From an optimization exercise on the open Yosys and OpenROAD flow, aimed at small area, a short achievable clock period and few clock cycles; shortcuts taken in it are not production practice. In this exercise RTL edits were held to simulation tests only and were not proved equivalent to the original. Power figures rest on the tool's default switching activity, not on a simulated workload.

## flow/design.v (module list and top-level ports; edited modules follow where they fit)
// module DPDDecode: 20 lines
// module DPDDecodeN: 11 lines
// module dfp_mul128: 1736 lines
module dfp_mul128(clk, ld, a, b, o, sign_exe, inf, overflow, underflow, done);
  // ...
==> flow/run.sh <==
#!/bin/bash
# synth_recipe.tcl (not shown) runs the flow's synth.tcl, then flattens the netlist and writes it again
# the make line also repeats each setting of config.mk as NAME=value (left out here)
make -C /OpenROAD-flow-scripts/flow DESIGN_CONFIG=/design/flow/config.mk WORK_HOME=/design/flow/orfs CLKGATE_MAP_FILE= SYNTH_SCRIPT=/design/flow/synth_recipe.tcl finish
==> flow/config.mk <==
export PLATFORM = sky130hd
export DESIGN_NAME = dfp_mul128
export DESIGN_NICKNAME = dfp_mul128
export VERILOG_FILES = /design/flow/design.v
export SDC_FILE = /design/flow/constraint.sdc
export NUM_CORES = 4
export LEC_CHECK = 0
export CAP_MARGIN = 20
export CORE_MARGIN = 2
export CORE_UTILIZATION = 60
export SETUP_SLACK_MARGIN = 1.5
export SLEW_MARGIN = 20
==> flow/constraint.sdc <==
create_clock -name core_clock -period 5.0 [get_ports {clk}]
set_input_delay 1.0000 -clock core_clock [delete_from_list [all_inputs] [get_ports {clk}]]
set_output_delay 1.0000 -clock core_clock [all_outputs]
set_load 0.01 [all_outputs]
==> impl_metrics.tcl, run 1 <==
set metrics [dict create \
    grt_pass1_wl_um 471000 \
    power_leakage_uw 0.0455 \
    slew_violations 0 \
    crit_arrival_ps 4440 \
    postLayoutCoreUtil_pct 76.1 \
    dp_cells 11500 \
    clock_area_share_pct 4.09 \
    seq_area_frac_synth_pct 26.7 \
    intPower_uw 29800 \
    cts-root-buf "clkbuf_16" \
    numCtsBuffers 117 \
    grt_start_max_net_pins 120 \
    placed_cell_area_mm2 0.0876 \
    fill_cells 8885 \
    synth.top_cell.area_share_pct 26.7 \
    synthAdderAreaFrac_pct 21.9 \
    grtUsageMet2_pct 66.3 \
    hold_viol 0 \
    startpoint_type "flop" \
    ioPinCount 562 \
    maxPowerGroup "combinational logic" \
    top_register "R" \
    cts_setup_buffers 139 \
    holdCritStartpoint "lo[139]$_SDFF_PP0_" \
    met3_length_um 53800 \
    whs_ps 330 \
    most-common-layout-cells "inv_1, dfxtp_1, nand2_1, nor2_1, ha_1" \
    top_usage_layer "met2" \
    synth.mux.area_fraction_pct 2.16 \
    r2r_cells 14 \
    critical_path_buf_inv_count 2 \
    synth.area.top_cells "dfxtp_1, ha_1, fa_1" \
    clkSinkCount 1074 \
    switchingPower_uw 23300 \
    initial_utilization_pct 60.4 \
    hp-class "flop to flop" \
    status "finished clean" \
    n_sequential_cell 1074 \
    crit_type "flop to flop" \
]
Testbench counts, summed over its fixed seeds: cycles 5,376.
==> inputs of run 2 (changes only) <==
--- a/flow/config.mk
+++ b/flow/config.mk
@@ -5,8 +5,8 @@
 export SDC_FILE = /design/flow/constraint.sdc
 export NUM_CORES = 4
 export LEC_CHECK = 0
-export CAP_MARGIN = 20
+export CAP_MARGIN = 30
 export CORE_MARGIN = 2
 export CORE_UTILIZATION = 60
-export SETUP_SLACK_MARGIN = 1.5
+export SETUP_SLACK_MARGIN = 1.0
 export SLEW_MARGIN = 20
==> impl_metrics.tcl, run 2 <==
set metrics [dict create \
    status "finished clean" \
    synth.area.top_cells "dfxtp_1, ha_1, fa_1" \
    routedWlPerCell_um 27.3 \
    fill_cells 10400 \
    grt-ovfl-total 0 \
    seq_area_frac_synth_pct 26.7 \
    antenna_found_initial 54 \
    drive_above_1_share_pct 7.24 \
    synth_top_cell_by_area "dfxtp_1" \
    io_buffers 553 \
    clockBufferDepth 3 \
    fmax_ghz 0.245 \
    largest_reg_flops 202 \
    ys_types 94 \
    grt_start_max_net_pins 183 \
    yosysMostFrequentCell "dfxtp_1" \
    dieWidth_um 370 \
    core_mm2 0.133 \
    cts_hold_buf 0 \
    startpoint_type "flop" \
    async_reset_ff_share_pct 0 \
    synth_cells 9542 \
    postSynthAreaPerCell_um2 8.45 \
    required_ps 5600 \
    drv_cap 0 \
    dr_total_vias 76200 \
    synthFlopType "dfxtp_1" \
    grt_pass1_vias 71400 \
    initial_utilization_pct 60.4 \
    dr.pass1.iters 11 \
    slew_violations 0 \
    track_usage_pct 44.8 \
    crit_arrival_ps 4680 \
    hold_viol 0 \
    cts-root-buf "clkbuf_16" \
    place.gp.congestion 1.06 \
    critical_path_buf_inv_count 1 \
    critPathSlowestCell "o311ai_0" \
    hp-class "flop to flop" \
    path_cells "nor3b_1 > nand3_1 > a211oi_2 > nor3_1 > o31a_1 > nor4_2 > buf_4 > o21a_1 > o311ai_0 > a22oi_1" \
    rsz0062_at_grt "true" \
    clk_latency_ps 790 \
    placed_cell_area_mm2 0.0876 \
    cp_max_fo 11 \
    fin_crit_sh_pct 81.6 \
    dieArea_mm2 0.137 \
    drc_errors 0 \
    peakVddDrop_uv 390 \
    cts_tree "done" \
    setup_tns_ps 0 \
    most-common-layout-cells "inv_1, dfxtp_1, ha_1, nand2_1, nor2_1" \
    setup_viol_count_final 0 \
    numCtsBuffers 115 \
    finalNetCount 11300 \
    yosys_warnings 2 \
    clkSinkCount 1074 \
    synth_common_cells "dfxtp_1, inv_1, ha_1" \
    ys_seq_elements 1074 \
    crit_type "flop to flop" \
    finalClockSkew_ps 62.1 \
    area_growth_pct 14.6 \
    whs_ps 316 \
    reg_top3 "R x202, lo x144, rb4 x137" \
    endpoint_kind "flop" \
    cp_top_family "compound AO/OA/AOI/OAI gates" \
    layout_commonest_cell "inv_1" \
    top_register "R" \
    power_leakage_uw 0.0423 \
    drt_iter0_drc 11500 \
    r2r_cells 10 \
    netlist_area_mm2 0.0806 \
    cp.depth 10 \
    hold_depth 0 \
    tightestPinTransition_ps 1210 \
    path_clk_slew_ps 70 \
    dp_hpwl_um 247000 \
    stdcell_area_mm2 0.0924 \
    cellPowerDensity_mw_per_mm2 511 \
    ioPinCount 562 \
    ant_nets 0 \
    synth_edf_count 0 \
    htree_num_levels 3 \
    die_y_um 370 \
    grt_pass1_wl_um 459000 \
    max_slew_margin_pct 19.0 \
    rows 134 \
    cpPeakStageDelay_ps 960 \
    drt_wl_total_um 320000 \
    fin_crit_ps 4080 \
    synth.top_cell.area_share_pct 26.7 \
    avgViaCountPerCell 6.49 \
]
[run 2: cell types whose count changed in the layout (fill, tap and decap cells not counted), sizes merged]
cell	before	now
buf	662	271
inv	1057	1059
dlymetal6s2s	22	5
bufinv	15	8
clkdlybuf4s50	505	547
bufbuf	1	0
clkinvlp	17	12
clkbuf	175	154
clkdlybuf4s15	4	0
clkinv	30	40
diode	30	36
dlygate4sd2	10	0
a41oi	6	5
[run 2: final timing paths]
path | slack (ps) | start | to
max | 920 | R[53]$_SDFF_PP0_ | hi[124]$_DFF_P_
min | 320 | lo[137]$_SDFF_PP0_ | lo[129]$_DFF_P_
max reg2reg | 920 | R[53]$_SDFF_PP0_ | hi[124]$_DFF_P_
min reg2reg | 320 | lo[137]$_SDFF_PP0_ | lo[129]$_DFF_P_
[run 2: kinds of logic (layout without fill, tap and decap cells)]
kind of cell    count (synthesis)  in the layout  share of synthesized area, %
simple gates                 2539           2539                          15.2
compound gates               2386           2386                          20.2
buf+inv                      1706           2096                          8.67
fa+ha+maj                    1189           1189                          21.9
flops                        1074           1074                          26.7
xor+xnor                      480            480                          5.22
mux                           167            167                          2.16
other cells                     1             44                       0.00465
[run 2: timing repair]
item,CTS,global route
gates resized for setup,25,157
buffers inserted,4,6
pin swaps,4,7
setup endpoints to repair,69,174
[run 2: layout make-up]
cell class	instances	area [um^2]	share of cell area (%)
timing repair buffer	823	7880	8.53
antenna	36	90.1	0.0975
multi-input combinational	6769	52500	56.9
tap	1768	2210	2.39
inverter	1057	3980	4.31
sequential	1074	21700	23.5
clock inverter	62	754	0.817
clock buffer	154	3260	3.52
[run 2: per-stage QoR]
step / instances / setup WS, ps / util (%) / power (uW)
floorplan: 9549 / 1160 / - / 29800
global route: 11700 / 948 / 69.2 / 50300
CTS: 11700 / 999 / 68.8 / 46400
finish: 11700 / 921 / 69.2 / 47200
detailed placement: 11500 / 213 / 65.7 / 37100
global placement: 11500 / 165 / 65.7 / 36200
[run 2: power by group]
part	switching, uW	internal (uW)	leakage [uW]
registers	2550	10800	0.00890
clock network	4000	5050	0.00194
logic	14000	10800	0.0315
total	20500	26700	0.0423
[run 2: metal layers]
layer | share of wire (%) | global-route usage, % | vias to the layer above
met1 | 37 | 58.0 | 36200
met4 | 6.7 | 25.6 | 40
li1 | - | - | 33600
met3 | 15 | 15.3 | 1041
met2 | 41 | 64.8 | 5269
met5 | 0.089 | 0 | -

[re-timing with driven ports]
In the flow no input, the clock included, has a driving cell. The finished layouts below were timed again as built, in two steps. Step 1, drivers: a clkbuf_16 drives clk and a buf_2 each remaining input, both assumed. Step 2 moves the port delays by t, midway between the first and last clock arrival at a register: inputs arrive t later, outputs are due t later. That takes back most of the time a late clock gives input paths. a / b / c = no drivers / after step 1 / after step 2; a / b = the first two.
| run | shift t [ns] | slack for setup (ns) | worst hold slack (ns) | worst setup path at the end | worst slew at a driven data input, ns |
|---|---|---|---|---|---|
| run 1 | 0.858 | 1.197 / 1.197 / 0.398 | 0.330 / 0.330 / 0.330 | input to register | 0.40 |
| run 2 | 0.845 | 0.921 / 0.921 / 0.211 | 0.316 / 0.316 / 0.316 | input to register | 0.27 |
After both steps every run listed still meets setup and hold. For run 1, which loses most, drivers alone change the setup slack by 0.000 ns; drivers and shift together by -0.799 ns.
